This is an optimization exercise on Yosys and OpenROAD, whose aim is small area, not a production implementation. RTL that was checked went through simulation tests only; none was proved equivalent to the original. No functional check of the RTL was part of runs 4 to 6. Power and IR drop assume default switching activity.

File: flow/run.sh
#!/bin/bash
# synth_recipe.tcl (not shown) runs the flow's synth.tcl, then flattens the netlist and writes it again
# the make line also repeats each setting of config.mk as NAME=value (left out here)
make -C /OpenROAD-flow-scripts/flow DESIGN_CONFIG=/design/flow/config.mk WORK_HOME=/design/flow/orfs CLKGATE_MAP_FILE= SYNTH_SCRIPT=/design/flow/synth_recipe.tcl finish
File: flow/config.mk
export PLATFORM = sky130hd
export DESIGN_NAME = gaincontroller
export DESIGN_NICKNAME = gaincontroller
export VERILOG_FILES = /design/flow/design.v
export SDC_FILE = /design/flow/constraint.sdc
export NUM_CORES = 4
export LEC_CHECK = 0
export CAP_MARGIN = 20
export CORE_MARGIN = 2
export CORE_UTILIZATION = 40
export SLEW_MARGIN = 20
File: flow/constraint.sdc
create_clock -name core_clock -period 14.0 [get_ports {clk}]
set_input_delay 2.8000 -clock core_clock [delete_from_list [all_inputs] [get_ports {clk}]]
set_output_delay 2.8000 -clock core_clock [all_outputs]
set_load 0.01 [all_outputs]
File: flow/design.v
module gaincontroller (
    input clk,
    input rst,
    input [7:0] input_signal,
    output reg [7:0] output_signal,
    output reg vsync,
    output reg hsync
);
reg [5:0] i;
reg [5:0] j;
wire [7:0] multiplied_input;
always @(posedge clk) begin
  if (rst) begin
    i <= 0;
    j <= 0;
    vsync <= 0;
    hsync <= 0;
    output_signal <= 0;
  end else begin
    if (i >= 32) begin
        i <= 0;
        j <= j+1;
        vsync <= 1;
        if (j >= 32) begin
           j <= 0;
           hsync <= 1;
        end 
        else begin
           hsync <= 0;
        end
    end else begin
        i <= i + 1;
        vsync <= 0;
    end
    if (input_signal + ((16-i)*(16-i)+(16-j)*(16-j))/10 > 255) begin
        output_signal <= 255;
    end 
    else begin
        output_signal <= input_signal  + ((16-i)*(16-i)+(16-j)*(16-j))/10;
    end
  end
end
endmodule
==> flow_metrics.env, run 1 <==
export IMPL_gr_max_usage_layer="met2"
export IMPL_synth_edf_count=0
export IMPL_min_path_type="reg2reg"
export IMPL_cts_tree="built"
export IMPL_p_switching_mw=0.588
export IMPL_post_synth_cell_area_avg_sq_um=8.33
export IMPL_synth_top_area_cell="fa_1"
export IMPL_post_cts_repair_setup_buffers=0
export IMPL_r2r_end="output_signal[1]"
export IMPL_pwr_share_clk_pct=7.1
export IMPL_diodes=0
export IMPL_drive_above_1_share_pct=7.75
export IMPL_vias=5578
export IMPL_crit_start="j[0]"
export IMPL_dp_hpwl_microns=13100
export IMPL_drtIter0Drc=296
export IMPL_synthArstFlopShare_pct=0
export IMPL_vias_per_cell=5.31
export IMPL_fin_hold_ws_ns=0.511
export IMPL_ir_worst_vdd_mv=0.201
export IMPL_setup_viol=0
export IMPL_grt_use_met2_pct=31.0
export IMPL_cp_end_kind="flop"
export IMPL_ys_flop_type="dfxtp_1"
export IMPL_drv_cap=0
export IMPL_synthCells=833
export IMPL_worstMarginPinSlew_ns=0.890
export IMPL_cp_slowest_cell="xnor2_2"
export IMPL_drv_slew=0
export IMPL_final_nets=985
export IMPL_die_area_sq_um=18400
export IMPL_antenna_found_initial=0
export IMPL_place_congestion=0.872
export IMPL_wl_microns=15400
export IMPL_rows=48
export IMPL_grt_overflow=0
export IMPL_ys_warnings_count=1
export IMPL_die_h_microns=136
export IMPL_p_int_mw=0.523
export IMPL_cts_hold_repair_buffers=0
export IMPL_combPwrFrac_pct=85.6
export IMPL_synthDistinctLibCells=99
export IMPL_path_max_fanout=17
export IMPL_whs_path_depth=2
export IMPL_p_sw_share_pct=52.9
export IMPL_critPathArrivalTime_ns=12.87
export IMPL_port_buffers=19
export IMPL_grt_pass1_vias=5647
export IMPL_clock_skew_ns=0.00438
export IMPL_period_share_pct=91.1
export IMPL_crit_type="reg2reg"
export IMPL_leakagePower_nw=3.55
export IMPL_htreeDepth=1
export IMPL_grt_usage_pct=18.0
export IMPL_ctsResizeCount=0
export IMPL_status="no timing/DRC/antenna violations"
export IMPL_grt_pass1_wl_microns=27500
export IMPL_grt_start_max_net_pins=21
export IMPL_yosysTopAreaCellShare_pct=25.1
export IMPL_cts_root_buffer="clkbuf_16"
export IMPL_gr_usage_met1_pct=25.2
export IMPL_tns_ns=0
export IMPL_synth_top_cells_by_area="fa_1 25%, ha_1 11%, inv_1 8.0%"
export IMPL_firstDrtPassIters=5
export IMPL_power_frac_seq_pct=7.3
export IMPL_crit_required_ns=14.12
export IMPL_hold_viol_final=0
export IMPL_clk_latency_ns=0.25
export IMPL_regArea_sq_um=440
export IMPL_cp_slowest_stage_delay_ns=0.66
export IMPL_start_util_pct=40.6
export IMPL_die_w_microns=136
export IMPL_clkSlewWorstSetupHoldPaths_ns=0.06
export IMPL_syn_num_nets=991
export IMPL_use_met3_pct=0.973
export IMPL_wire_per_inst_microns=14.7
export IMPL_max_freq_mhz=78.4
export IMPL_coreArea_sq_um=17100
export IMPL_seq_area_frac_synth_pct=6.34
export IMPL_period_minus_slack_ns=12.75
export IMPL_critPathLaunchType="flop"
export IMPL_cts_buffers=3
export IMPL_maxSlewHeadroom_pct=40.4
export IMPL_area_delta_synth_final_pct=6.31
export IMPL_nFillCells=1699
export IMPL_cts_sinks=22
export IMPL_ff2ff_setup_slack_ns=1.25
export IMPL_reg2regPathDepth=47
export IMPL_clock_path_buffers=2
export IMPL_synth_area_sq_um=6940
export IMPL_ios=20
export IMPL_drc_errors=0
export IMPL_powerDensity_nw_per_um2=151
export IMPL_multi_input_area_sq_um=5760
export IMPL_ys_seq_elements=22
export IMPL_crit_reg2reg_launch="j[0]"
export IMPL_rsz0062_at_grt="false"
export IMPL_cp_endpoint="output_signal[1]"
export IMPL_postRouteAntennaNets=0
sequential cells by signal (all words and copies together), names as in the netlist:
signal and flops:
i 6, hsync 1, vsync 1, j 6, output_signal 8
worst min-delay path by stage:
stage | start | end | slack [ns]
floorplan | i[1] | i[5] | 0.48
global placement | hsync | hsync | 0.49
detailed placement | hsync | hsync | 0.50
CTS | hsync | hsync | 0.52
global route | hsync | hsync | 0.55
finish | hsync | hsync | 0.51
through the flow:
step | utilization, % | setup WS (ns) | instances | instance area, sq um | total power, mW
floorplan | - | 1.82 | 833 | 6940 | 0.861
global route | 43.1 | 0.280 | 1051 | 7380 | 1.24
finish | 43.1 | 1.25 | 1051 | 7380 | 1.11
CTS | 43.1 | 1.27 | 1051 | 7380 | 1.11
detailed placement | 42.5 | 1.31 | 1047 | 7270 | 1.03
global placement | 42.5 | 1.45 | 1047 | 7270 | 1.04
cell families after synthesis:
kind of cell	after synthesis	share of synthesized area [%]
AND/OR/NAND/NOR	244	17.5
buffers and inverters	184	10.7
AO/OA/AOI/OAI	173	20.3
adder cells (fa/ha/maj)	149	36.2
XOR/XNOR	50	7.16
flip-flops	22	6.34
multiplexers	11	1.77
synthesized netlist by cell type (4+ instances only):
master / n
and2_1: 11
inv_1: 148
buf_6: 4
a31oi_1: 5
mux2i_1: 6
ha_1: 61
nor3_1: 23
nand2_1: 61
nor2_1: 66
o2111ai_1: 4
xor2_1: 21
nand3_1: 22
clkbuf_1: 21
nor4_1: 5
o21ai_0: 19
a311o_1: 4
a21oi_1: 38
a221oi_1: 4
fa_1: 87
buf_2: 7
or2_2: 4
xnor2_1: 24
o31ai_1: 5
dfxtp_1: 22
o211ai_1: 5
a21o_1: 10
a211oi_1: 4
nand4_1: 7
and3_1: 6
o221ai_1: 5
nand2b_1: 8
a31o_2: 4
or3_1: 8
power by group through the flow:
stage | registers [mW] | logic [mW] | clock network [mW]
after floorplan | 0.0873 | 0.774 | 0
after global placement | 0.0827 | 0.956 | 0
after detailed placement | 0.0829 | 0.946 | 0
after CTS | 0.0815 | 0.951 | 0.0793
after global routing | 0.0822 | 1.08 | 0.0811
final | 0.0814 | 0.951 | 0.0787
worst max-delay path: cells and delay by family, from the launching register on:
kind	cells	cell delay, ns
flops	1	0.54
buf+inv	8	0.90
simple gates	9	1.73
fa+ha+maj	10	4.18
xor+xnor	1	0.66
mux	2	0.69
compound gates	17	3.90
placed cells by master (no fill, tap or decap), types with 5 or more instances in the layout:
| cell type | synthesis | final |
|---|---|---|
| nor2_1 | 66 | 66 |
| xor2_1 | 21 | 21 |
| and2_1 | 11 | 11 |
| nand2_1 | 61 | 61 |
| or3_1 | 8 | 8 |
| a21oi_1 | 38 | 38 |
| nor4_1 | 5 | 5 |
| a21o_1 | 10 | 10 |
| nor3_1 | 23 | 23 |
| nand2b_1 | 8 | 8 |
| xnor2_1 | 24 | 24 |
| mux2i_1 | 6 | 6 |
| a31oi_1 | 5 | 5 |
| nand3_1 | 22 | 22 |
| clkdlybuf4s50_1 | 0 | 19 |
| o21ai_0 | 19 | 19 |
| o211ai_1 | 5 | 5 |
| nand4_1 | 7 | 7 |
| dfxtp_1 | 22 | 22 |
| o221ai_1 | 5 | 5 |
| inv_1 | 148 | 148 |
| buf_4 | 3 | 6 |
| fa_1 | 87 | 87 |
| o31ai_1 | 5 | 5 |
| and3_1 | 6 | 6 |
| ha_1 | 61 | 61 |
cell type report:
type	instances	area share, %
Sequential cell	22	5.97
Tap cell	225	3.81
Multi-Input combinational cell	627	78.1
Clock buffer	3	1.02
Inverter	148	7.53
Clock inverter	1	0.407
Timing Repair Buffer	25	3.19
per-layer routing:
metal | part of all wire, % | wire length, microns | vias up
met5 | 0 | 0 | -
met4 | 1.7 | 268 | 0
met3 | 3.7 | 568 | 23
met2 | 48 | 7350 | 142
met1 | 47 | 7260 | 2623
li1 | - | - | 2790
==> run 2: changes to the inputs <==
==> flow/design.v (replaced) <==
module gaincontroller (
    input clk,
    input rst,
    input [7:0] input_signal,
    output reg [7:0] output_signal,
    output vsync,
    output hsync
);
reg [5:0] i;
reg [5:0] j;
assign vsync = i[5] & i[4];
assign hsync = j[5] & j[4];
wire i_end = i[5] & ~i[4];
wire [4:0] ai = i[5] ? 5'd16 : i[4] ? {1'b0, i[3:0]} : (5'd16 - {1'b0, i[3:0]});
wire [4:0] aj = j[5] ? 5'd16 : j[4] ? {1'b0, j[3:0]} : (5'd16 - {1'b0, j[3:0]});
function [7:0] FA;
  input [4:0] a;
  case (a)
    5'd0: FA = 8'd0;
    5'd1: FA = 8'd1;
    5'd2: FA = 8'd2;
    5'd3: FA = 8'd7;
    5'd4: FA = 8'd13;
    5'd5: FA = 8'd19;
    5'd6: FA = 8'd29;
    5'd7: FA = 8'd39;
    5'd8: FA = 8'd50;
    5'd9: FA = 8'd65;
    5'd10: FA = 8'd80;
    5'd11: FA = 8'd97;
    5'd12: FA = 8'd114;
    5'd13: FA = 8'd135;
    5'd14: FA = 8'd156;
    5'd15: FA = 8'd179;
    5'd16: FA = 8'd204;
    default: FA = 8'd204;
  endcase
endfunction
function [7:0] FB;
  input [4:0] a;
  case (a)
    5'd0: FB = 8'd0;
    5'd1: FB = 8'd1;
    5'd2: FB = 8'd4;
    5'd3: FB = 8'd7;
    5'd4: FB = 8'd14;
    5'd5: FB = 8'd21;
    5'd6: FB = 8'd30;
    5'd7: FB = 8'd39;
    5'd8: FB = 8'd52;
    5'd9: FB = 8'd66;
    5'd10: FB = 8'd80;
    5'd11: FB = 8'd98;
    5'd12: FB = 8'd116;
    5'd13: FB = 8'd135;
    5'd14: FB = 8'd158;
    5'd15: FB = 8'd181;
    5'd16: FB = 8'd206;
    default: FB = 8'd206;
  endcase
endfunction
wire [7:0] fa = FA(ai);
wire [7:0] fb = FB(aj);
wire c3 = ({1'b0, fa[2:0]} + {1'b0, fb[2:0]}) >> 3;
wire [8:0] sum = input_signal + fa[7:3] + fb[7:3] + c3;
always @(posedge clk) begin
  if (rst) begin
    i <= 6'd0;
    j <= 6'd0;
    output_signal <= 0;
  end else begin
    if (i[5]) i <= i[4] ? 6'd1 : 6'b110000;
    else i <= i + 1'b1;
    if (i_end) begin
      if (j[5]) j <= j[4] ? 6'd1 : 6'b110000;
      else j <= j + 1'b1;
    end
    output_signal <= sum[8] ? 8'd255 : sum[7:0];
  end
end
endmodule
==> flow_metrics.env, run 2 <==
export IMPL_drive_above_1_share_pct=6.07
export IMPL_vias_per_cell=5.38
export IMPL_post_synth_cell_area_avg_sq_um=8.02
export IMPL_nFillCells=467
export IMPL_cts_buffers=3
export IMPL_reg2regPathDepth=20
export IMPL_synth_top_area_cell="dfxtp_1"
export IMPL_most_common_layout_cells="26 x inv_1, 20 x a21oi_1, 20 x dfxtp_1"
export IMPL_clock_path_buffers=2
export IMPL_cp_slowest_cell="fa_1"
export IMPL_path_max_fanout=5
export IMPL_max_freq_mhz=195
export IMPL_vias=1618
export IMPL_regMostFlops="output_signal"
export IMPL_ir_worst_vdd_mv=0.100
export IMPL_firstDrtPassIters=4
export IMPL_grt_pass1_vias=1516
export IMPL_hold_viol_final=0
export IMPL_cts_root_buffer="clkbuf_8"
export IMPL_clock_skew_ns=0.00312
export IMPL_worstMarginPinSlew_ns=0.768
export IMPL_rsz0062_at_grt="false"
export IMPL_drc_errors=0
export IMPL_post_cts_repair_setup_buffers=0
export IMPL_setup_viol=0
export IMPL_synth_edf_count=0
export IMPL_rows=25
export IMPL_period_share_pct=36.6
export IMPL_r2r_end="output_signal[2]"
export IMPL_cts_hold_repair_buffers=0
export IMPL_synthTopCellsByCount="26 x inv_1, 20 x a21oi_1, 20 x dfxtp_1, 19 x ha_1, 19 x nor2_1"
export IMPL_seq_area_frac_synth_pct=21.1
export IMPL_grt_pass1_wl_microns=7070
export IMPL_crit_type="in2reg"
export IMPL_leakagePower_nw=0.861
export IMPL_ys_flop_type="dfxtp_1"
export IMPL_drv_cap=0
export IMPL_start_util_pct=40.8
export IMPL_yosysTopAreaCellShare_pct=21.1
export IMPL_final_cells=301
export IMPL_grt_usage_pct=16.8
export IMPL_yosysMostFrequentCell="inv_1"
export IMPL_min_path_type="reg2reg"
export IMPL_port_buffers=19
export IMPL_critPathTopFamily="adder cells"
export IMPL_crit_reg2reg_launch="j[0]"
export IMPL_whs_path_depth=2
export IMPL_drtIter0Drc=56
export IMPL_diodes=0
export IMPL_hp_start="j[1]"
export IMPL_status="no timing/DRC/antenna violations"
export IMPL_wire_per_inst_microns=13.2
export IMPL_crit_chain="clkdlybuf4s50_1 > inv_1 > fa_1 > inv_1 > ha_1 > inv_1 > fa_1 > nor2b_1 > o31ai_1 > a21oi_1 > nand2_1 > a21oi_1"
export IMPL_dp_cells=297
export IMPL_cts_tree="built"
export IMPL_ys_seq_elements=20
export IMPL_clkSlewWorstSetupHoldPaths_ns=0.07
export IMPL_reg_top3="output_signal: 8 flops, i: 6 flops, j: 6 flops"
export IMPL_critPathArrivalTime_ns=5.29
export IMPL_synthDistinctLibCells=50
export IMPL_period_minus_slack_ns=5.13
export IMPL_ios=20
export IMPL_die_h_microns=72.9
export IMPL_powerDensity_nw_per_um2=112
export IMPL_grt_start_max_net_pins=21
export IMPL_worst_slack_ns=8.87
export IMPL_syn_num_nets=272
export IMPL_ctsResizeCount=0
export IMPL_synth_top_cells_by_area="dfxtp_1 21%, ha_1 13%, fa_1 6.3%"
export IMPL_worstHoldEndpoint="j[1]"
export IMPL_coreArea_sq_um=4660
export IMPL_final_common_cell="inv_1"
export IMPL_drv_slew=0
export IMPL_tns_ns=0
export IMPL_crit_top_cell="inv_1"
export IMPL_crit_required_ns=14.16
export IMPL_path_buf_inv=4
export IMPL_die_w_microns=72.9
export IMPL_grt_overflow=0
export IMPL_area_delta_synth_final_pct=12.7
export IMPL_largest_register_ffs=8
export IMPL_die_area_sq_um=5320
export IMPL_critPathLaunchType="primary input"
export IMPL_dp_hpwl_microns=3120
export IMPL_ys_warnings_count=1
export IMPL_cts_sinks=20
export IMPL_cp_slowest_stage_delay_ns=0.46
export IMPL_ff2ff_setup_slack_ns=9.09
export IMPL_synthArstFlopShare_pct=0
export IMPL_final_nets=283
export IMPL_clk_latency_ns=0.25
export IMPL_dpl_worst_slack_ns=8.60
export IMPL_wl_microns=3990
export IMPL_postRouteAntennaNets=0
export IMPL_synthCells=237
export IMPL_maxSlewHeadroom_pct=48.1
export IMPL_cp_end_kind="flop"
export IMPL_htreeDepth=1
export IMPL_synth_area_sq_um=1900
export IMPL_antenna_found_initial=0
export IMPL_place_congestion=0.905
run 2: worst max path at each step:
stage / start / to / slack (ns) / cells after the start
4_1_cts: input_signal[0] / output_signal[2] / 8.86 / 12
3_3_place_gp: input_signal[0] / output_signal[3] / 8.62 / 12
3_5_place_dp: input_signal[0] / output_signal[2] / 8.60 / 12
5_1_grt: input_signal[0] / output_signal[4] / 8.61 / 12
6_report: input_signal[0] / output_signal[2] / 8.87 / 12
2_1_floorplan: input_signal[0] / output_signal[4] / 9.25 / 11
run 2: layer usage:
layer  vias to the layer above  routed length (microns)  track usage [%]
met5                         -                        0                0
met1                       753                     1920             23.3
li1                        839                        -                -
met3                         0                      140             3.73
met4                         0                        0             1.23
met2                        26                     1920             28.1
run 2: kinds of logic after synthesis:
group                      count (synthesis)  share of synthesized area (%)
AOI/OAI and AO/OA                         59                           21.7
xor gates and xnor gates                  11                           5.46
adders and majority gates                 25                           18.8
buffers and inverters                     39                           8.89
DFF                                       20                           21.1
muxes                                      5                           2.63
and+or+nand+nor                           78                           21.5
run 2: power by group:
part	total, mW	switching, mW	internal, mW
clock	0.0425	0.0176	0.0250
combinational	0.126	0.0665	0.0595
sequential	0.0720	0.00525	0.0668
total	0.241	0.0893	0.151
run 2: metrics by stage:
stage	power (mW)	hold WS (ns)	area, sq um	utilization [%]
finish	0.241	0.536	2140	46.0
global route	0.263	0.595	2140	46.0
CTS	0.244	0.541	2140	46.0
detailed placement	0.199	0.521	2090	44.8
global placement	0.199	0.521	2090	44.8
floorplan	0.158	0.486	1900	-
run 2: worst min-delay path, cell delays in order, from the launching register on:
cell and delay, ns:
dfxtp_1 0.36, nand2_1 0.08, a21oi_1 0.05
run 2: area by class of cell:
cell class | instances | area, sq um | share of cell area [%]
flip-flops and latches | 20 | 400 | 18.7
multi-input cells | 178 | 1330 | 62.1
clock buffers | 4 | 55.1 | 2.57
well taps | 54 | 67.6 | 3.15
inverters | 26 | 97.6 | 4.56
repair buffers | 19 | 190 | 8.88
==> run 3: changes to the inputs <==
==> flow/flow/run.sh (new file) <==
#!/bin/bash
# Own layout flow: the standard ORFS flow, with two changes to synthesis
# (no full/half-adder cell extraction; an area-oriented ABC script in
# flow/area.abc) and smaller port buffers. Each tool's output goes to a log
# of its own in this folder (and ORFS's per-step logs under orfs/logs).
set -euo pipefail
W=$PWD
F=$W/flow

# ORFS synth.tcl, minus extract_fa, with our ABC script.
sed -e 's/^  extract_fa .*$/  # extract_fa skipped in this flow/' \
    -e 's/^  log_cmd abc {\*}\$abc_args$/  log_cmd abc -script $::env(MY_ABC_SCRIPT) {*}[lrange $abc_args 2 end]/' \
    "$FLOW_HOME/scripts/synth.tcl" > "$W/synth_mod.tcl"
grep -q 'extract_fa skipped' "$W/synth_mod.tcl"
grep -q 'MY_ABC_SCRIPT' "$W/synth_mod.tcl"

# The standard flow's synthesis wrapper, sourcing the modified synth.tcl.
sed -e "s#\$::env(SCRIPTS_DIR)/synth.tcl#$W/synth_mod.tcl#" "$W/synth_recipe.tcl" > "$W/synth_recipe_mod.tcl"
grep -q "synth_mod.tcl" "$W/synth_recipe_mod.tcl"

# standard.sh, using the modified wrapper.
sed -e "s#SYNTH_SCRIPT=[^ ]*#SYNTH_SCRIPT=$W/synth_recipe_mod.tcl#" "$W/standard.sh" > "$W/standard_mod.sh"
grep -q "synth_recipe_mod.tcl" "$W/standard_mod.sh"

export MY_ABC_SCRIPT=$F/area.abc
bash "$W/standard_mod.sh" synth > "$W/synth.log" 2>&1
bash "$W/standard_mod.sh" \
  "BUFFER_PORTS_ARGS=-buffer_cell sky130_fd_sc_hd__buf_1" \
  finish > "$W/finish.log" 2>&1
==> flow/flow/area.abc (new file) <==
strash
&get -n
&fraig -x
&put
scorr
dc2
strash
dch -f
amap
==> flow/standard.sh (new file) <==
#!/bin/bash
# synth_recipe.tcl (not shown) runs the flow's synth.tcl, then flattens the netlist and writes it again
# the make line also repeats each setting of config.mk as NAME=value (left out here)
make -C /OpenROAD-flow-scripts/flow DESIGN_CONFIG=/design/flow/config.mk WORK_HOME=/design/flow/orfs CLKGATE_MAP_FILE= SYNTH_SCRIPT=/design/flow/synth_recipe.tcl "${@:-finish}"
removed: flow/run.sh
==> flow_metrics.env, run 3 <==
export IMPL_ys_warnings_count=1
export IMPL_wire_per_inst_microns=10.7
export IMPL_die_area_sq_um=3820
export IMPL_vias_per_cell=5.03
export IMPL_min_path_type="reg2reg"
export IMPL_yosysMostFrequentCell="nor2_1"
export IMPL_drive_above_1_share_pct=1.66
export IMPL_cts_tree="built"
export IMPL_drv_cap=0
export IMPL_synth_top_cells_by_area="dfxtp_1 30%, nor2_1 19%, o21ai_0 9.4%"
export IMPL_synthTopCellsByCount="66 x nor2_1, 25 x o21ai_0, 23 x a21oi_1, 23 x clkinv_1, 22 x nand2_1"
export IMPL_ys_flop_type="dfxtp_1"
export IMPL_period_minus_slack_ns=5.11
export IMPL_cts_root_buffer="clkbuf_4"
export IMPL_drtIter0Drc=48
export IMPL_seq_area_frac_synth_pct=29.9
export IMPL_path_max_fanout=6
export IMPL_antenna_found_initial=0
export IMPL_hp_start="i[3]"
export IMPL_crit_required_ns=14.24
export IMPL_area_delta_synth_final_pct=11.7
export IMPL_top_layer="met4"
export IMPL_clkSlewWorstSetupHoldPaths_ns=0.12
export IMPL_rsz0062_at_grt="false"
export IMPL_fin_hold_ws_ns=0.505
export IMPL_multi_input_area_sq_um=851
export IMPL_p_total_mw=0.146
export IMPL_ctsResizeCount=0
export IMPL_ir_worst_vdd_mv=0.0690
export IMPL_cts_sinks=20
export IMPL_yosysTopAreaCellShare_pct=29.9
export IMPL_post_synth_cell_area_avg_sq_um=6.14
export IMPL_ys_seq_elements=20
export IMPL_grt_pass1_wl_microns=4950
export IMPL_wirelength_met1_microns=1600
export IMPL_dp_hpwl_microns=2410
export IMPL_dr_wl_met3_microns=91
export IMPL_most_common_layout_cells="66 x nor2_1, 25 x o21ai_0, 23 x clkinv_1, 23 x a21oi_1, 22 x nand2_1"
export IMPL_drv_slew=0
export IMPL_grt_start_max_net_pins=17
export IMPL_synthCells=218
export IMPL_synthDistinctLibCells=25
export IMPL_synth_edf_count=0
export IMPL_port_buffers=19
export IMPL_leakagePower_nw=0.538
export IMPL_ios=20
export IMPL_powerDensity_nw_per_um2=98.0
export IMPL_firstDrtPassIters=4
export IMPL_hold_viol_final=0
export IMPL_diodes=0
export IMPL_cts_hold_repair_buffers=0
export IMPL_dpl_worst_slack_ns=8.67
export IMPL_syn_num_nets=228
export IMPL_die_w_microns=61.8
export IMPL_post_cts_repair_setup_buffers=0
export IMPL_cts_buffers=3
export IMPL_synth_area_sq_um=1340
export IMPL_nFillCells=344
export IMPL_clock_skew_ns=0.0112
export IMPL_regArea_sq_um=400
export IMPL_grt_pass1_vias=1160
export IMPL_synthArstFlopShare_pct=0
export IMPL_critPathLaunchType="primary input"
export IMPL_postRouteAntennaNets=0
export IMPL_grt_overflow=0
export IMPL_reg_top3="output_signal: 8 flops, i: 6 flops, j: 6 flops"
export IMPL_crit_reg2reg_launch="i[0]"
export IMPL_wl_met2_microns=1320
export IMPL_post_route_cell_area_sq_um=1490
export IMPL_grt_usage_pct=17.4
export IMPL_maxSlewHeadroom_pct=51.4
export IMPL_worst_slack_ns=8.89
export IMPL_cp_end_kind="flop"
export IMPL_tns_ns=0
export IMPL_htreeDepth=1
export IMPL_place_congestion=0.898
export IMPL_placed_cell_area_sq_um=1470
export IMPL_critPathArrivalTime_ns=5.34
export IMPL_start_util_pct=42.8
export IMPL_setup_viol=0
export IMPL_rows=20
export IMPL_wl_microns=3040
export IMPL_status="no timing/DRC/antenna violations"
export IMPL_final_common_cell="nor2_1"
export IMPL_drc_errors=0
export IMPL_vias=1433
export IMPL_period_share_pct=36.5
export IMPL_coreArea_sq_um=3130
export IMPL_die_h_microns=61.8
export IMPL_crit_type="in2reg"
export IMPL_crit_start="input_signal[0]"
export IMPL_regMostFlops="output_signal"
export IMPL_final_nets=253
export IMPL_largest_register_ffs=8
export IMPL_worstMarginPinSlew_ns=0.724
export IMPL_synth_top_area_cell="dfxtp_1"
export IMPL_clock_path_buffers=2
export IMPL_clk_latency_ns=0.30
export IMPL_max_freq_mhz=196
## run 3: changes by cell type after synthesis, moves of 5 or more
cell      before  now
buf_2          5    0
clkbuf_1       5    0
clkinv_1       0   23
fa_1           6    0
ha_1          19    0
inv_1         26    0
mux2i_1        5    0
nand2_1       13   22
nand3_1       10    0
nor2_1        19   66
o21ai_0       10   25
or3_1          5    0
xnor2_1        6    0
## run 3: cells by family (layout without fill, tap and decap cells)
logic type / Yosys count / after routing / synth area share (%)
flip-flops: 20 / 20 / 29.9
AND/OR/NAND/NOR: 102 / 102 / 30.4
buffers and inverters: 23 / 46 / 6.45
AO/OA/AOI/OAI: 73 / 73 / 33.2
## run 3: power breakdown
part | switching, mW | total [mW] | internal, mW
clock network | 0.0176 | 0.0276 | 0.0100
logic | 0.0348 | 0.0546 | 0.0199
registers | 0.00163 | 0.0642 | 0.0626
total | 0.0540 | 0.146 | 0.0925
## run 3: path summary, 6_finish.rpt
path	slack, ns	end	cells past startpoint
worst max-delay path	8.89	output_signal[0]	18
worst min-delay path	0.51	i[3]	2
worst max register to register	9.39	output_signal[0]	26
worst min register to register	0.51	i[3]	2
## run 3: layout make-up
type / instances / area share, %
clock buffers: 3 / 1.51
inverters: 23 / 5.78
multi-input cells: 175 / 57.0
flip-flops and latches: 20 / 26.8
well taps: 44 / 3.69
repair buffers: 20 / 5.28
## run 3: metrics by stage
stage / util, % / cells
after global placement: 47.0 / 282
after floorplan: - / 218
after CTS: 47.8 / 285
after detailed placement: 47.0 / 282
after global routing: 47.8 / 285
final: 47.8 / 285
## run 3: metal layers
layer  GRT usage, %  up-vias
li1               -      808
met1           23.3      594
met2           27.8       26
met3           3.73        5
met4           5.78        0
met5              0        -
## run 3: critical path, cell delays in order
cell and delay, ns:
buf_1 0.09, o21ai_0 0.22, nor2_1 0.09, a21oi_1 0.17
nor2_1 0.08, a21oi_1 0.21, a21oi_1 0.12, nor2_1 0.15
nor2_1 0.07, nor2_1 0.12, a21oi_1 0.07, nor2_1 0.17
a21oi_1 0.08, o21ai_0 0.23, nand2_1 0.13, nor2_1 0.33
nor2_1 0.10, nor2_1 0.11
==> run 4: changes to the inputs <==
--- a/flow/design.v
+++ b/flow/design.v
@@ -8,9 +8,15 @@
 );
 reg [5:0] i;
 reg [5:0] j;
-assign vsync = i[5] & i[4];
-assign hsync = j[5] & j[4];
-wire i_end = i[5] & ~i[4];
+wire i_w = i[5] & i[0];           
+wire j_w = j[5] & j[0];
+assign vsync = i_w;
+assign hsync = j_w;
+wire i_end = i[5] & ~i[0];        
+wire [5:0] i_inc = {1'b0, i[4:0]} + {5'd0, ~i_w};
+wire [5:0] j_inc = {1'b0, j[4:0]} + {5'd0, i_end & ~j_w};
+wire [5:0] i_nxt = {(i[5] & ~i_w) | i_inc[5], i_inc[4:0]};
+wire [5:0] j_nxt = {(j[5] & ~(j_w & i_end)) | j_inc[5], j_inc[4:0]};
 wire [4:0] ai = i[5] ? 5'd16 : i[4] ? {1'b0, i[3:0]} : (5'd16 - {1'b0, i[3:0]});
 wire [4:0] aj = j[5] ? 5'd16 : j[4] ? {1'b0, j[3:0]} : (5'd16 - {1'b0, j[3:0]});
 function [7:0] FA;
@@ -61,21 +67,47 @@
 endfunction
 wire [7:0] fa = FA(ai);
 wire [7:0] fb = FB(aj);
-wire c3 = ({1'b0, fa[2:0]} + {1'b0, fb[2:0]}) >> 3;
-wire [8:0] sum = input_signal + fa[7:3] + fb[7:3] + c3;
+wire [7:0] sat;
+gain_add u_add (.x(input_signal), .fa(fa), .fb(fb), .y(sat));
 always @(posedge clk) begin
   if (rst) begin
     i <= 6'd0;
     j <= 6'd0;
     output_signal <= 0;
   end else begin
-    if (i[5]) i <= i[4] ? 6'd1 : 6'b110000;
-    else i <= i + 1'b1;
-    if (i_end) begin
-      if (j[5]) j <= j[4] ? 6'd1 : 6'b110000;
-      else j <= j + 1'b1;
-    end
-    output_signal <= sum[8] ? 8'd255 : sum[7:0];
+    i <= i_nxt;
+    j <= j_nxt;
+    output_signal <= sat;
   end
 end
 endmodule
+module gain_add (
+    input [7:0] x,
+    input [7:0] fa,
+    input [7:0] fb,
+    output [7:0] y
+);
+wire k0 = fa[0] & fb[0];
+wire k1 = (fa[1] & fb[1]) | (fa[1] & k0) | (fb[1] & k0);
+wire k2 = (fa[2] & fb[2]) | (fa[2] & k1) | (fb[2] & k1);
+wire [5:0] g;
+wire [5:0] gc;
+assign {gc[0], g[0]} = fa[3] + fb[3] + k2;
+assign {gc[1], g[1]} = fa[4] + fb[4] + gc[0];
+assign {gc[2], g[2]} = fa[5] + fb[5] + gc[1];
+assign {gc[3], g[3]} = fa[6] + fb[6] + gc[2];
+assign {gc[4], g[4]} = fa[7] + fb[7] + gc[3];
+assign g[5] = gc[4];
+wire [8:0] c;
+wire [7:0] s;
+assign c[0] = 1'b0;
+genvar n;
+generate for (n = 0; n < 8; n = n + 1) begin : rip
+  if (n < 6) begin : f
+    assign {c[n+1], s[n]} = x[n] + g[n] + c[n];
+  end else begin : h
+    assign {c[n+1], s[n]} = x[n] + c[n];
+  end
+end endgenerate
+assign y = s | {8{c[8]}};
+endmodule
==> flow_metrics.env, run 4 <==
export IMPL_critPathArrivalTime_ns=6.26
export IMPL_max_freq_mhz=166
export IMPL_die_h_microns=61.4
export IMPL_die_w_microns=61.4
export IMPL_ys_warnings_count=1
export IMPL_antenna_found_initial=0
export IMPL_synthCells=210
export IMPL_rows=20
export IMPL_ir_worst_vdd_mv=0.0618
export IMPL_grt_pass1_wl_microns=5160
export IMPL_crit_top_cell="nor2_1"
export IMPL_final_cells=278
export IMPL_p_total_mw=0.171
export IMPL_firstDrtPassIters=4
export IMPL_regMostFlops="output_signal"
export IMPL_crit_type="reg2reg"
export IMPL_cp_slowest_cell="a311oi_1"
export IMPL_crit_required_ns=14.23
export IMPL_cts_buffers=3
export IMPL_min_path_type="reg2reg"
export IMPL_reg_top3="output_signal: 8 flops, i: 6 flops, j: 6 flops"
export IMPL_ys_seq_elements=20
export IMPL_yosysTopAreaCellShare_pct=30.4
export IMPL_path_buf_inv=1
export IMPL_grt_pass1_vias=1224
export IMPL_hold_viol_final=0
export IMPL_grt_usage_pct=17.9
export IMPL_dpl_worst_slack_ns=8.00
export IMPL_dp_cells=274
export IMPL_diodes=0
export IMPL_most_common_layout_cells="70 x nor2_1, 20 x dfxtp_1"
export IMPL_largest_register_ffs=8
export IMPL_drc_errors=0
export IMPL_final_common_cell="nor2_1"
export IMPL_postRouteAntennaNets=0
export IMPL_yosysMostFrequentCell="nor2_1"
export IMPL_clock_path_buffers=2
export IMPL_cts_tree="built"
export IMPL_wl_microns=2870
export IMPL_reg2regPathDepth=37
export IMPL_maxSlewHeadroom_pct=34.2
export IMPL_drtIter0Drc=73
export IMPL_worstMarginPinSlew_ns=0.980
export IMPL_grt_start_max_net_pins=19
export IMPL_drive_above_1_share_pct=2.14
export IMPL_synthTopCellsByCount="70 x nor2_1, 20 x dfxtp_1, 19 x a21oi_1, 19 x clkinv_1, 19 x nand2_1"
export IMPL_leakagePower_nw=0.578
export IMPL_clock_skew_ns=0.0122
export IMPL_vias_per_cell=4.96
export IMPL_drv_slew=0
export IMPL_synthDistinctLibCells=23
export IMPL_cts_hold_repair_buffers=0
export IMPL_setup_viol=0
export IMPL_ys_flop_type="dfxtp_1"
export IMPL_seq_area_frac_synth_pct=30.4
export IMPL_rsz0062_at_grt="false"
export IMPL_grt_overflow=0
export IMPL_ff2ff_setup_slack_ns=7.97
export IMPL_status="no timing/DRC/antenna violations"
export IMPL_powerDensity_nw_per_um2=115
export IMPL_fin_util_pct=47.9
export IMPL_start_util_pct=42.4
export IMPL_wire_per_inst_microns=10.3
export IMPL_htreeDepth=1
export IMPL_drv_cap=0
export IMPL_ctsResizeCount=0
export IMPL_coreArea_sq_um=3100
export IMPL_period_minus_slack_ns=6.03
export IMPL_clk_latency_ns=0.30
export IMPL_clkSlewWorstSetupHoldPaths_ns=0.11
export IMPL_path_max_fanout=8
export IMPL_post_cts_repair_setup_buffers=0
export IMPL_synth_top_cells_by_area="dfxtp_1 30%, nor2_1 20%, a21oi_1 7.2%"
export IMPL_area_delta_synth_final_pct=12.9
export IMPL_vias=1378
export IMPL_dp_hpwl_microns=2250
export IMPL_critPathTopFamily="simple AND/OR/NAND/NOR gates"
export IMPL_port_buffers=19
export IMPL_cp_end_kind="flop"
export IMPL_cts_sinks=20
export IMPL_synthArstFlopShare_pct=0
export IMPL_syn_num_nets=220
export IMPL_critPathLaunchType="flop"
export IMPL_period_share_pct=43.1
export IMPL_post_synth_cell_area_avg_sq_um=6.27
export IMPL_cts_root_buffer="clkbuf_4"
export IMPL_final_nets=245
export IMPL_tns_ns=0
export IMPL_worst_slack_ns=7.97
export IMPL_cp_slowest_stage_delay_ns=0.87
export IMPL_synth_area_sq_um=1320
export IMPL_ios=20
export IMPL_whs_path_depth=1
export IMPL_synth_top_area_cell="dfxtp_1"
export IMPL_die_area_sq_um=3770
export IMPL_synth_edf_count=0
export IMPL_crit_cells=37
export IMPL_place_congestion=0.931
## run 4: changes by cell type in the layout (fill, tap and decap cells not counted), moves of 4 or more
cell	change
clkinv_1	-4
a21oi_1	-4
o21a_1	+5
a21o_1	+5
o21ai_0	-8
nor2_1	+4
## run 4: cell type report
type,count,area (sq um)
flip-flops and latches,20,400
repair buffers,20,78.8
clock buffers,4,36.3
multi-input cells,171,845
well taps,44,55.1
inverters,19,71.3
fillers,348,1620
## run 4: path summary, 6_finish.rpt
check        startpoint                to
max reg2reg        i[0]  output_signal[4]
min                i[3]              i[3]
max                i[0]  output_signal[4]
min reg2reg        i[3]              i[3]
## run 4: logic make-up (layout without fill, tap and decap cells)
logic type	Yosys count	count (layout)	synth area share [%]
AND/OR/NAND/NOR	104	104	31.9
AO/OA/AOI/OAI	67	67	32.2
flip-flops	20	20	30.4
buffers and inverters	19	43	5.42
## run 4: worst register-to-register path, delay by kind of cell, from the launching register on
family | cells | cell delay, ns
AO/OA/AOI/OAI | 12 | 2.47
buffers and inverters | 1 | 0.24
flip-flops | 1 | 0.37
AND/OR/NAND/NOR | 24 | 2.89
## run 4: stage by stage
| step | instance area (sq um) | hold slack, ns |
|---|---|---|
| after floorplan | 1320 | 0.467 |
| after global placement | 1450 | 0.496 |
| after detailed placement | 1450 | 0.503 |
| after CTS | 1490 | 0.532 |
| after global routing | 1490 | 0.572 |
| final | 1490 | 0.529 |
## run 4: power breakdown
part | total, mW | internal, mW | switching (mW)
clock | 0.0337 | 0.0158 | 0.0179
combinational | 0.0715 | 0.0286 | 0.0429
sequential | 0.0662 | 0.0637 | 0.00246
## run 4: layer usage
layer  share of wire [%]  track usage, %  vias to the layer above  wire length [microns]
met4                 1.0            5.17                        0                     29
li1                    -               -                      781                      -
met2                  39            24.8                       27                   1130
met3                 3.3            2.52                        4                     95
met1                  56            28.4                      566                   1610
met5                   0               0                        -                      0
==> run 5: changes to the inputs <==
--- a/flow/flow/run.sh
+++ b/flow/flow/run.sh
@@ -26,4 +26,5 @@
 bash "$W/standard_mod.sh" synth > "$W/synth.log" 2>&1
 bash "$W/standard_mod.sh" \
   "BUFFER_PORTS_ARGS=-buffer_cell sky130_fd_sc_hd__buf_1" \
+  "CTS_BUF_LIST=sky130_fd_sc_hd__clkbuf_8" CTS_CLUSTER_SIZE=30 CTS_CLUSTER_DIAMETER=200 \
   finish > "$W/finish.log" 2>&1
==> flow_metrics.env, run 5 <==
export IMPL_status="no timing/DRC/antenna violations"
export IMPL_crit_top_cell="nor2_1"
export IMPL_maxSlewHeadroom_pct=34.2
export IMPL_syn_num_nets=220
export IMPL_grt_usage_pct=17.7
export IMPL_dpl_worst_slack_ns=8.00
export IMPL_wire_per_inst_microns=10.3
export IMPL_period_minus_slack_ns=6.04
export IMPL_crit_start="i[0]"
export IMPL_rsz0062_at_grt="false"
export IMPL_crit_type="reg2reg"
export IMPL_path_max_fanout=8
export IMPL_die_h_microns=61.4
export IMPL_reg2regPathDepth=37
export IMPL_top_layer="met4"
export IMPL_ys_seq_elements=20
export IMPL_port_buffers=19
export IMPL_grt_overflow=0
export IMPL_synthTopCellsByCount="70 x nor2_1, 20 x dfxtp_1, 19 x a21oi_1, 19 x clkinv_1, 19 x nand2_1"
export IMPL_ir_worst_vdd_mv=0.0669
export IMPL_place_congestion=0.931
export IMPL_grt_pass1_vias=1223
export IMPL_hp_start="j[2]"
export IMPL_whs_path_depth=1
export IMPL_grt_pass1_wl_microns=5150
export IMPL_synthCells=210
export IMPL_cts_hold_repair_buffers=0
export IMPL_cp_end_kind="flop"
export IMPL_r2r_end="output_signal[4]"
export IMPL_synthDistinctLibCells=23
export IMPL_cp_slowest_stage_delay_ns=0.87
export IMPL_worst_slack_ns=7.96
export IMPL_synth_compound_area_share_pct=32.2
export IMPL_cts_tree="built"
export IMPL_post_synth_cell_area_avg_sq_um=6.27
export IMPL_hold_viol_final=0
export IMPL_wl_met2_microns=1150
export IMPL_synth_edf_count=0
export IMPL_tns_ns=0
export IMPL_grt_start_max_net_pins=19
export IMPL_crit_required_ns=14.19
export IMPL_synth_area_mux_share_pct=0
export IMPL_ctsResizeCount=0
export IMPL_diodes=0
export IMPL_period_share_pct=43.2
export IMPL_ys_flop_type="dfxtp_1"
export IMPL_die_w_microns=61.4
export IMPL_ys_warnings_count=1
export IMPL_clkSlewWorstSetupHoldPaths_ns=0.08
export IMPL_yosysTopAreaCellShare_pct=30.4
export IMPL_critPathArrivalTime_ns=6.23
export IMPL_wl_microns=2870
export IMPL_drive_above_1_share_pct=2.14
export IMPL_synth_adder_area_share_pct=0
export IMPL_rows=20
export IMPL_max_freq_mhz=165
export IMPL_die_area_sq_um=3770
export IMPL_critPathLaunchType="flop"
export IMPL_dr_wl_met3_microns=101
export IMPL_synth_xor_area_share_pct=0
export IMPL_worstMarginPinSlew_ns=0.981
export IMPL_postRouteAntennaNets=0
export IMPL_final_common_cell="nor2_1"
export IMPL_yosys_area_share_simple_pct=31.9
export IMPL_htreeDepth=1
export IMPL_antenna_found_initial=0
export IMPL_synth_top_cells_by_area="dfxtp_1 30%, nor2_1 20%, a21oi_1 7.2%"
export IMPL_vias_per_cell=4.94
export IMPL_setup_viol=0
export IMPL_drv_cap=0
export IMPL_leakagePower_nw=0.586
export IMPL_multi_input_area_sq_um=845
export IMPL_cts_root_buffer="clkbuf_8"
export IMPL_cts_sinks=20
export IMPL_largest_register_ffs=8
export IMPL_crit_reg2reg_launch="i[0]"
export IMPL_vias=1374
export IMPL_most_common_layout_cells="70 x nor2_1, 20 x dfxtp_1"
export IMPL_coreArea_sq_um=3100
export IMPL_worstHoldEndpoint="j[2]"
export IMPL_clock_skew_ns=0.00881
export IMPL_cp_slowest_cell="a311oi_1"
export IMPL_powerDensity_nw_per_um2=121
export IMPL_wirelength_met1_microns=1610
export IMPL_dp_hpwl_microns=2250
export IMPL_ff2ff_setup_slack_ns=7.96
export IMPL_synthArstFlopShare_pct=0
export IMPL_seq_area_frac_synth_pct=30.4
export IMPL_start_util_pct=42.4
export IMPL_yosysMostFrequentCell="nor2_1"
export IMPL_min_path_type="reg2reg"
export IMPL_synth_top_family_by_area="compound AO/OA/AOI/OAI gates"
export IMPL_area_delta_synth_final_pct=14.4
export IMPL_drv_slew=0
export IMPL_drtIter0Drc=69
export IMPL_clk_latency_ns=0.26
export IMPL_firstDrtPassIters=4
export IMPL_final_nets=245
export IMPL_nFillCells=346
export IMPL_cts_buffers=3
export IMPL_clock_path_buffers=2
export IMPL_drc_errors=0
export IMPL_synth_top_area_cell="dfxtp_1"
export IMPL_regMostFlops="output_signal"
export IMPL_synth_area_sq_um=1320
export IMPL_ios=20
export IMPL_post_cts_repair_setup_buffers=0
export IMPL_reg_top3="output_signal: 8 flops, i: 6 flops, j: 6 flops"
export IMPL_regArea_sq_um=400
run 5: cell counts after synthesis:
No cell type changed its count.
run 5: worst max path at each step:
stage          depth (start not counted)                to
2_1_floorplan                         37  output_signal[0]
3_3_place_gp                          37  output_signal[0]
3_5_place_dp                          37  output_signal[0]
4_1_cts                               37  output_signal[4]
5_1_grt                               37  output_signal[3]
6_report                              37  output_signal[4]
run 5: worst max-delay path: cells and delay by family (launching register included):
family                 cells  cell delay, ns
AO/OA/AOI/OAI             12            2.47
buffers and inverters      1            0.25
flip-flops                 1            0.36
AND/OR/NAND/NOR           24            2.89
run 5: cell type report:
class,count,area share [%]
tap,44,3.66
inverter,19,4.74
sequential,20,26.6
clock buffer,4,3.66
timing repair buffer,20,5.24
multi-input combinational,171,56.1
run 5: cells by family after synthesis:
logic type	count (synthesis)
AOI/OAI and AO/OA	67
DFF	20
buffers and inverters	19
and+or+nand+nor	104
run 5: layer usage:
metal | vias up | GRT usage, %
li1 | 783 | -
met1 | 564 | 28.1
met2 | 25 | 25.1
met3 | 2 | 2.52
met4 | 0 | 4.26
met5 | - | 0
run 5: power breakdown:
group	internal [mW]	switching [mW]	total [mW]	leakage, nW
sequential	0.0638	0.00246	0.0662	0.164
clock	0.0250	0.0189	0.0439	0.0288
combinational	0.0286	0.0429	0.0715	0.393
total	0.117	0.0643	0.182	0.586
run 5: through the flow:
step | hold slack (ns) | cells | power [mW] | instance area (sq um) | utilization (%)
6_report | 0.519 | 278 | 0.182 | 1510 | 48.5
5_1_grt | 0.566 | 278 | 0.197 | 1510 | 48.5
4_1_cts | 0.522 | 278 | 0.183 | 1510 | 48.5
3_5_place_dp | 0.503 | 274 | 0.139 | 1450 | 46.7
3_3_place_gp | 0.496 | 274 | 0.139 | 1450 | 46.7
2_1_floorplan | 0.467 | 210 | 0.124 | 1320 | -
==> run 6: changes to the inputs <==
--- a/flow/flow/run.sh
+++ b/flow/flow/run.sh
@@ -26,5 +26,5 @@
 bash "$W/standard_mod.sh" synth > "$W/synth.log" 2>&1
 bash "$W/standard_mod.sh" \
   "BUFFER_PORTS_ARGS=-buffer_cell sky130_fd_sc_hd__buf_1" \
-  "CTS_BUF_LIST=sky130_fd_sc_hd__clkbuf_8" CTS_CLUSTER_SIZE=30 CTS_CLUSTER_DIAMETER=200 \
+  "CTS_BUF_LIST=sky130_fd_sc_hd__clkbuf_16" CTS_CLUSTER_SIZE=30 CTS_CLUSTER_DIAMETER=200 \
   finish > "$W/finish.log" 2>&1
==> flow_metrics.env, run 6 <==
export IMPL_most_common_layout_cells="70 x nor2_1, 20 x clkinv_1, 20 x dfxtp_1"
export IMPL_grt_pass1_wl_microns=5180
export IMPL_cts_tree="built"
export IMPL_clock_skew_ns=0.00330
export IMPL_synth_area_sq_um=1320
export IMPL_path_max_fanout=8
export IMPL_crit_required_ns=14.19
export IMPL_tns_ns=0
export IMPL_coreArea_sq_um=3100
export IMPL_ir_worst_vdd_mv=0.0785
export IMPL_crit_type="reg2reg"
export IMPL_die_h_microns=61.4
export IMPL_synthTopCellsByCount="70 x nor2_1, 20 x dfxtp_1, 19 x a21oi_1, 19 x clkinv_1, 19 x nand2_1"
export IMPL_final_cells=278
export IMPL_grt_pass1_vias=1225
export IMPL_cp_end_kind="flop"
export IMPL_dp_cells=274
export IMPL_yosysMostFrequentCell="nor2_1"
export IMPL_final_common_cell="nor2_1"
export IMPL_p_total_mw=0.197
export IMPL_period_share_pct=42.9
export IMPL_cp_slowest_cell="a311oi_1"
export IMPL_clock_path_buffers=2
export IMPL_post_synth_cell_area_avg_sq_um=6.27
export IMPL_period_minus_slack_ns=6.00
export IMPL_area_delta_synth_final_pct=16.2
export IMPL_grt_start_max_net_pins=19
export IMPL_min_path_type="reg2reg"
export IMPL_reg2regPathDepth=37
export IMPL_critPathLaunchType="flop"
export IMPL_cts_sinks=20
export IMPL_post_route_cell_area_sq_um=1530
export IMPL_nFillCells=343
export IMPL_hold_viol_final=0
export IMPL_worstHoldEndpoint="j[2]"
export IMPL_synth_edf_count=0
export IMPL_reg_top3="output_signal: 8 flops, i: 6 flops, j: 6 flops"
export IMPL_synth_top_cells_by_area="dfxtp_1 30%, nor2_1 20%, a21oi_1 7.2%"
export IMPL_powerDensity_nw_per_um2=129
export IMPL_cp_slowest_stage_delay_ns=0.85
export IMPL_die_w_microns=61.4
export IMPL_synthCells=210
export IMPL_final_nets=245
export IMPL_antenna_found_initial=0
export IMPL_clk_latency_ns=0.25
export IMPL_r2r_end="output_signal[4]"
export IMPL_crit_reg2reg_launch="i[0]"
export IMPL_synthArstFlopShare_pct=0
export IMPL_drv_slew=0
export IMPL_dp_hpwl_microns=2250
export IMPL_grt_usage_pct=18.1
export IMPL_place_congestion=0.931
export IMPL_maxSlewHeadroom_pct=35.9
export IMPL_vias=1374
export IMPL_whs_path_depth=1
export IMPL_ios=20
export IMPL_ctsResizeCount=0
export IMPL_regMostFlops="output_signal"
export IMPL_htreeDepth=1
export IMPL_rows=20
export IMPL_drive_above_1_share_pct=1.71
export IMPL_leakagePower_nw=0.596
export IMPL_placed_cell_area_sq_um=1450
export IMPL_worstMarginPinSlew_ns=0.954
export IMPL_ys_warnings_count=1
export IMPL_max_freq_mhz=167
export IMPL_synth_top_area_cell="dfxtp_1"
export IMPL_yosysTopAreaCellShare_pct=30.4
export IMPL_drc_errors=0
export IMPL_diodes=0
export IMPL_firstDrtPassIters=4
export IMPL_die_area_sq_um=3770
export IMPL_port_buffers=19
export IMPL_hp_start="j[2]"
export IMPL_crit_top_cell="nor2_1"
export IMPL_multi_input_area_sq_um=845
export IMPL_postRouteAntennaNets=0
export IMPL_seq_area_frac_synth_pct=30.4
export IMPL_status="no timing/DRC/antenna violations"
export IMPL_regArea_sq_um=400
export IMPL_vias_per_cell=4.94
export IMPL_clkSlewWorstSetupHoldPaths_ns=0.06
export IMPL_cts_hold_repair_buffers=0
export IMPL_grt_overflow=0
export IMPL_drtIter0Drc=55
export IMPL_cts_root_buffer="clkbuf_16"
export IMPL_ff2ff_setup_slack_ns=8.00
export IMPL_post_cts_repair_setup_buffers=0
export IMPL_start_util_pct=42.4
export IMPL_wl_microns=2870
export IMPL_ys_seq_elements=20
export IMPL_rsz0062_at_grt="false"
export IMPL_cts_buffers=3
export IMPL_critPathArrivalTime_ns=6.19
export IMPL_setup_viol=0
export IMPL_synthDistinctLibCells=23
export IMPL_crit_start="i[0]"
export IMPL_largest_register_ffs=8
export IMPL_drv_cap=0
export IMPL_syn_num_nets=220
export IMPL_wire_per_inst_microns=10.3
export IMPL_ys_flop_type="dfxtp_1"
==> run 6: stage by stage <==
step	utilization [%]	hold WS (ns)	setup WS, ns
after floorplan	-	0.467	8.77
after global placement	46.7	0.496	8.04
after detailed placement	46.7	0.503	8.00
after CTS	49.3	0.517	7.95
after global routing	49.3	0.562	7.08
final	49.3	0.513	8.00
==> run 6: worst max path at each step <==
stage,end,slack [ns]
floorplan,output_signal[0],8.77
detailed placement,output_signal[0],8.00
CTS,output_signal[4],7.95
global route,output_signal[3],7.08
finish,output_signal[4],8.00
global placement,output_signal[0],8.04
==> run 6: worst max-delay path: cells and delay by family (launching register included) <==
| family | cells | cell delay (ns) |
|---|---|---|
| compound gates | 12 | 2.45 |
| buf+inv | 1 | 0.24 |
| flops | 1 | 0.35 |
| simple gates | 24 | 2.89 |
==> run 6: layout make-up <==
| class | count | area share (%) |
|---|---|---|
| multi-input combinational | 171 | 55.2 |
| sequential | 20 | 26.2 |
| timing repair buffer | 20 | 5.16 |
| clock buffer | 3 | 4.91 |
| inverter | 19 | 4.66 |
| tap | 44 | 3.60 |
| clock inverter | 1 | 0.245 |
==> run 6: cell families after synthesis <==
| family | share of synthesized area [%] |
|---|---|
| AO/OA/AOI/OAI | 32.2 |
| buffers and inverters | 5.42 |
| flip-flops | 30.4 |
| AND/OR/NAND/NOR | 31.9 |
==> run 6: power breakdown <==
part	internal (mW)	switching [mW]	total (mW)
Clock	0.0381	0.0213	0.0594
Combinational	0.0286	0.0429	0.0715
Sequential	0.0639	0.00246	0.0663
==> run 6: per-layer routing <==
metal | vias up | global-route usage, % | part of all wire [%]
li1 | 781 | - | -
met1 | 567 | 28.4 | 56
met2 | 21 | 24.8 | 39
met3 | 5 | 3.15 | 3.0
met4 | 0 | 6.08 | 1.4
met5 | - | 0 | 0
==> run 7: changes to the inputs <==
--- a/flow/design.v
+++ b/flow/design.v
@@ -26,9 +26,9 @@
     5'd1: FA = 8'd1;
     5'd2: FA = 8'd2;
     5'd3: FA = 8'd7;
-    5'd4: FA = 8'd13;
+    5'd4: FA = 8'd14;
     5'd5: FA = 8'd19;
-    5'd6: FA = 8'd29;
+    5'd6: FA = 8'd30;
     5'd7: FA = 8'd39;
     5'd8: FA = 8'd50;
     5'd9: FA = 8'd65;
@@ -36,10 +36,10 @@
     5'd11: FA = 8'd97;
     5'd12: FA = 8'd114;
     5'd13: FA = 8'd135;
-    5'd14: FA = 8'd156;
+    5'd14: FA = 8'd158;
     5'd15: FA = 8'd179;
-    5'd16: FA = 8'd204;
-    default: FA = 8'd204;
+    5'd16: FA = 8'd205;
+    default: FA = 8'd205;
   endcase
 endfunction
 function [7:0] FB;
@@ -54,9 +54,9 @@
     5'd6: FB = 8'd30;
     5'd7: FB = 8'd39;
     5'd8: FB = 8'd52;
-    5'd9: FB = 8'd66;
+    5'd9: FB = 8'd65;
     5'd10: FB = 8'd80;
-    5'd11: FB = 8'd98;
+    5'd11: FB = 8'd97;
     5'd12: FB = 8'd116;
     5'd13: FB = 8'd135;
     5'd14: FB = 8'd158;
--- a/flow/flow/run.sh
+++ b/flow/flow/run.sh
@@ -26,5 +26,4 @@
 bash "$W/standard_mod.sh" synth > "$W/synth.log" 2>&1
 bash "$W/standard_mod.sh" \
   "BUFFER_PORTS_ARGS=-buffer_cell sky130_fd_sc_hd__buf_1" \
-  "CTS_BUF_LIST=sky130_fd_sc_hd__clkbuf_16" CTS_CLUSTER_SIZE=30 CTS_CLUSTER_DIAMETER=200 \
   finish > "$W/finish.log" 2>&1
==> flow/flow/area.abc (replaced) <==
strash
&get -n
&fraig -x
&put
scorr
dc2
strash
dch -f
amap
strash
dch -f
amap
strash
dch -f
amap
==> flow_metrics.env, run 7 <==
export IMPL_diodes=0
export IMPL_cp_slowest_stage_delay_ns=0.73
export IMPL_setup_viol=0
export IMPL_path_max_fanout=7
export IMPL_synthTopCellsByCount="55 x nor2_1, 23 x nand2_1, 21 x clkinv_1, 20 x dfxtp_1, 17 x a21oi_1"
export IMPL_clock_skew_ns=0.00291
export IMPL_drv_slew=0
export IMPL_ios=20
export IMPL_dpl_worst_slack_ns=8.03
export IMPL_critPathArrivalTime_ns=6.27
export IMPL_hold_viol_final=0
export IMPL_period_minus_slack_ns=6.04
export IMPL_die_area_sq_um=3670
export IMPL_drv_cap=0
export IMPL_ir_worst_vdd_mv=0.0510
export IMPL_antenna_found_initial=0
export IMPL_clock_path_buffers=2
export IMPL_synthArstFlopShare_pct=0
export IMPL_place_congestion=0.847
export IMPL_final_nets=235
export IMPL_rows=20
export IMPL_worstMarginPinSlew_ns=0.830
export IMPL_coreArea_sq_um=3050
export IMPL_vias_per_cell=5.05
export IMPL_min_path_type="reg2reg"
export IMPL_htreeDepth=1
export IMPL_ff2ff_setup_slack_ns=7.96
export IMPL_rsz0062_at_grt="false"
export IMPL_hp_start="i[4]"
export IMPL_synthCells=201
export IMPL_cts_tree="built"
export IMPL_yosysMostFrequentCell="nor2_1"
export IMPL_fin_util_pct=46.8
export IMPL_die_w_microns=60.6
export IMPL_drtIter0Drc=45
export IMPL_post_cts_repair_setup_buffers=0
export IMPL_grt_overflow=0
export IMPL_grt_start_max_net_pins=20
export IMPL_crit_required_ns=14.23
export IMPL_critPathLaunchType="flop"
export IMPL_clkSlewWorstSetupHoldPaths_ns=0.11
export IMPL_synth_edf_count=0
export IMPL_ys_seq_elements=20
export IMPL_maxSlewHeadroom_pct=44.7
export IMPL_status="no timing/DRC/antenna violations"
export IMPL_grt_usage_pct=16.2
export IMPL_postRouteAntennaNets=0
export IMPL_largest_register_ffs=8
export IMPL_synthDistinctLibCells=23
export IMPL_start_util_pct=42.0
export IMPL_die_h_microns=60.6
export IMPL_crit_start="i[0]"
export IMPL_most_common_layout_cells="55 x nor2_1, 23 x nand2_1, 21 x clkinv_1"
export IMPL_synth_top_area_cell="dfxtp_1"
export IMPL_grt_pass1_vias=1125
export IMPL_ys_flop_type="dfxtp_1"
export IMPL_period_share_pct=43.1
export IMPL_synth_top_cells_by_area="dfxtp_1 31%, nor2_1 16%, nand2_1 6.7%"
export IMPL_cp_end_kind="flop"
export IMPL_drive_above_1_share_pct=1.35
export IMPL_syn_num_nets=211
export IMPL_wl_microns=2760
export IMPL_port_buffers=19
export IMPL_grt_pass1_wl_microns=4630
export IMPL_post_synth_cell_area_avg_sq_um=6.37
export IMPL_final_common_cell="nor2_1"
export IMPL_clk_latency_ns=0.29
export IMPL_cts_buffers=3
export IMPL_drc_errors=0
export IMPL_max_freq_mhz=166
export IMPL_ctsResizeCount=0
export IMPL_area_delta_synth_final_pct=11.6
export IMPL_regMostFlops="output_signal"
export IMPL_seq_area_frac_synth_pct=31.3
export IMPL_cts_hold_repair_buffers=0
export IMPL_synth_area_sq_um=1280
export IMPL_crit_type="reg2reg"
export IMPL_reg_top3="output_signal: 8 flops, i: 6 flops, j: 6 flops"
export IMPL_cp_slowest_cell="a311oi_1"
export IMPL_powerDensity_nw_per_um2=112
export IMPL_vias=1348
export IMPL_crit_reg2reg_launch="i[0]"
export IMPL_yosysTopAreaCellShare_pct=31.3
export IMPL_worst_slack_ns=7.96
export IMPL_leakagePower_nw=0.522
export IMPL_tns_ns=0
export IMPL_firstDrtPassIters=4
export IMPL_ys_warnings_count=1
export IMPL_wire_per_inst_microns=10.3
export IMPL_cts_sinks=20
export IMPL_cts_root_buffer="clkbuf_4"
export IMPL_crit_top_cell="nor2_1"
export IMPL_dp_hpwl_microns=2220
## run 7: cell type report
cell class	instances	area [sq um]
repair buffers	19	71.3
flip-flops and latches	20	400
clock buffers	3	22.5
fillers	339	1620
well taps	44	55.1
inverters	21	78.8
multi-input cells	160	802
## run 7: layer usage
metal	GRT usage (%)	share of wire [%]	vias up
met1	24.2	54	570
met2	24.3	42	20
met3	2.13	3.4	2
met5	0	0	-
li1	-	-	756
met4	4.66	0.36	0
## run 7: critical path, delay by kind of cell, from the launching register on
kind                   cells  cell delay (ns)
buffers and inverters      3             0.54
flip-flops                 1             0.37
AO/OA/AOI/OAI             12             2.54
AND/OR/NAND/NOR           23             2.50
## run 7: cell families (layout without fill, tap and decap cells)
kind of cell / count (synthesis) / after routing / share of synthesized area, %
AOI/OAI and AO/OA: 66 / 66 / 32.8
DFF: 20 / 20 / 31.2
buffers and inverters: 21 / 43 / 6.15
and+or+nand+nor: 94 / 94 / 29.8
## run 7: final timing paths
check / cells past startpoint / to
setup / recovery: 38 / output_signal[1]
hold / removal: 2 / i[4]
setup reg to reg: 38 / output_signal[1]
hold reg to reg: 2 / i[4]
## run 7: per-stage QoR
step | hold slack [ns] | power [mW] | cell area, sq um | std cells
after global routing | 0.560 | 0.176 | 1430 | 267
final | 0.516 | 0.160 | 1430 | 267
after global placement | 0.491 | 0.133 | 1410 | 264
after floorplan | 0.467 | 0.121 | 1280 | 201
after CTS | 0.521 | 0.163 | 1430 | 267
after detailed placement | 0.504 | 0.135 | 1410 | 264
## run 7: where the power goes
group	total, mW	internal [mW]	leakage [nW]	switching, mW
Sequential	0.0657	0.0634	0.164	0.00225
Clock	0.0268	0.0100	0.0138	0.0168
Combinational	0.0675	0.0266	0.344	0.0409
Total	0.160	0.100	0.522	0.0600

## static timing again, ports no longer ideal
How much do the figures lean on ideal ports? The routed layouts below were timed once more, with nothing changed but the port constraints. Step 1 assumes that a clkbuf_16 drives the clock port and a buf_2 every other input. Step 2 times the ports against the registers' clock, not the clock port: input delays grow and output delays shrink by t, the midpoint of the rising clock arrivals with the driver on. Slacks: no drivers / after step 1 / after step 2; pairs: no drivers / after step 1.
run	t (ns)	setup slack, ns	hold slack, ns	cell pins on the clock port's net
run 1	0.279	1.249 / 1.249 / 1.249	0.511 / 0.511 / 0.511	1
run 2	0.274	8.872 / 8.874 / 8.601	0.536 / 0.536 / 0.536	1
run 3	0.320	8.893 / 8.894 / 8.574	0.505 / 0.505 / 0.505	1
run 4	0.317	7.972 / 7.972 / 7.972	0.529 / 0.529 / 0.529	1
run 5	0.276	7.956 / 7.956 / 7.956	0.519 / 0.519 / 0.519	1
run 6	0.280	7.996 / 7.996 / 7.996	0.513 / 0.513 / 0.513	1
run 7	0.309	7.963 / 7.963 / 7.963	0.516 / 0.516 / 0.516	1
After both steps every run listed still meets setup and hold. The setup slack of run 3, which loses most, moves by +0.001 ns with the drivers and by -0.319 ns with both steps.
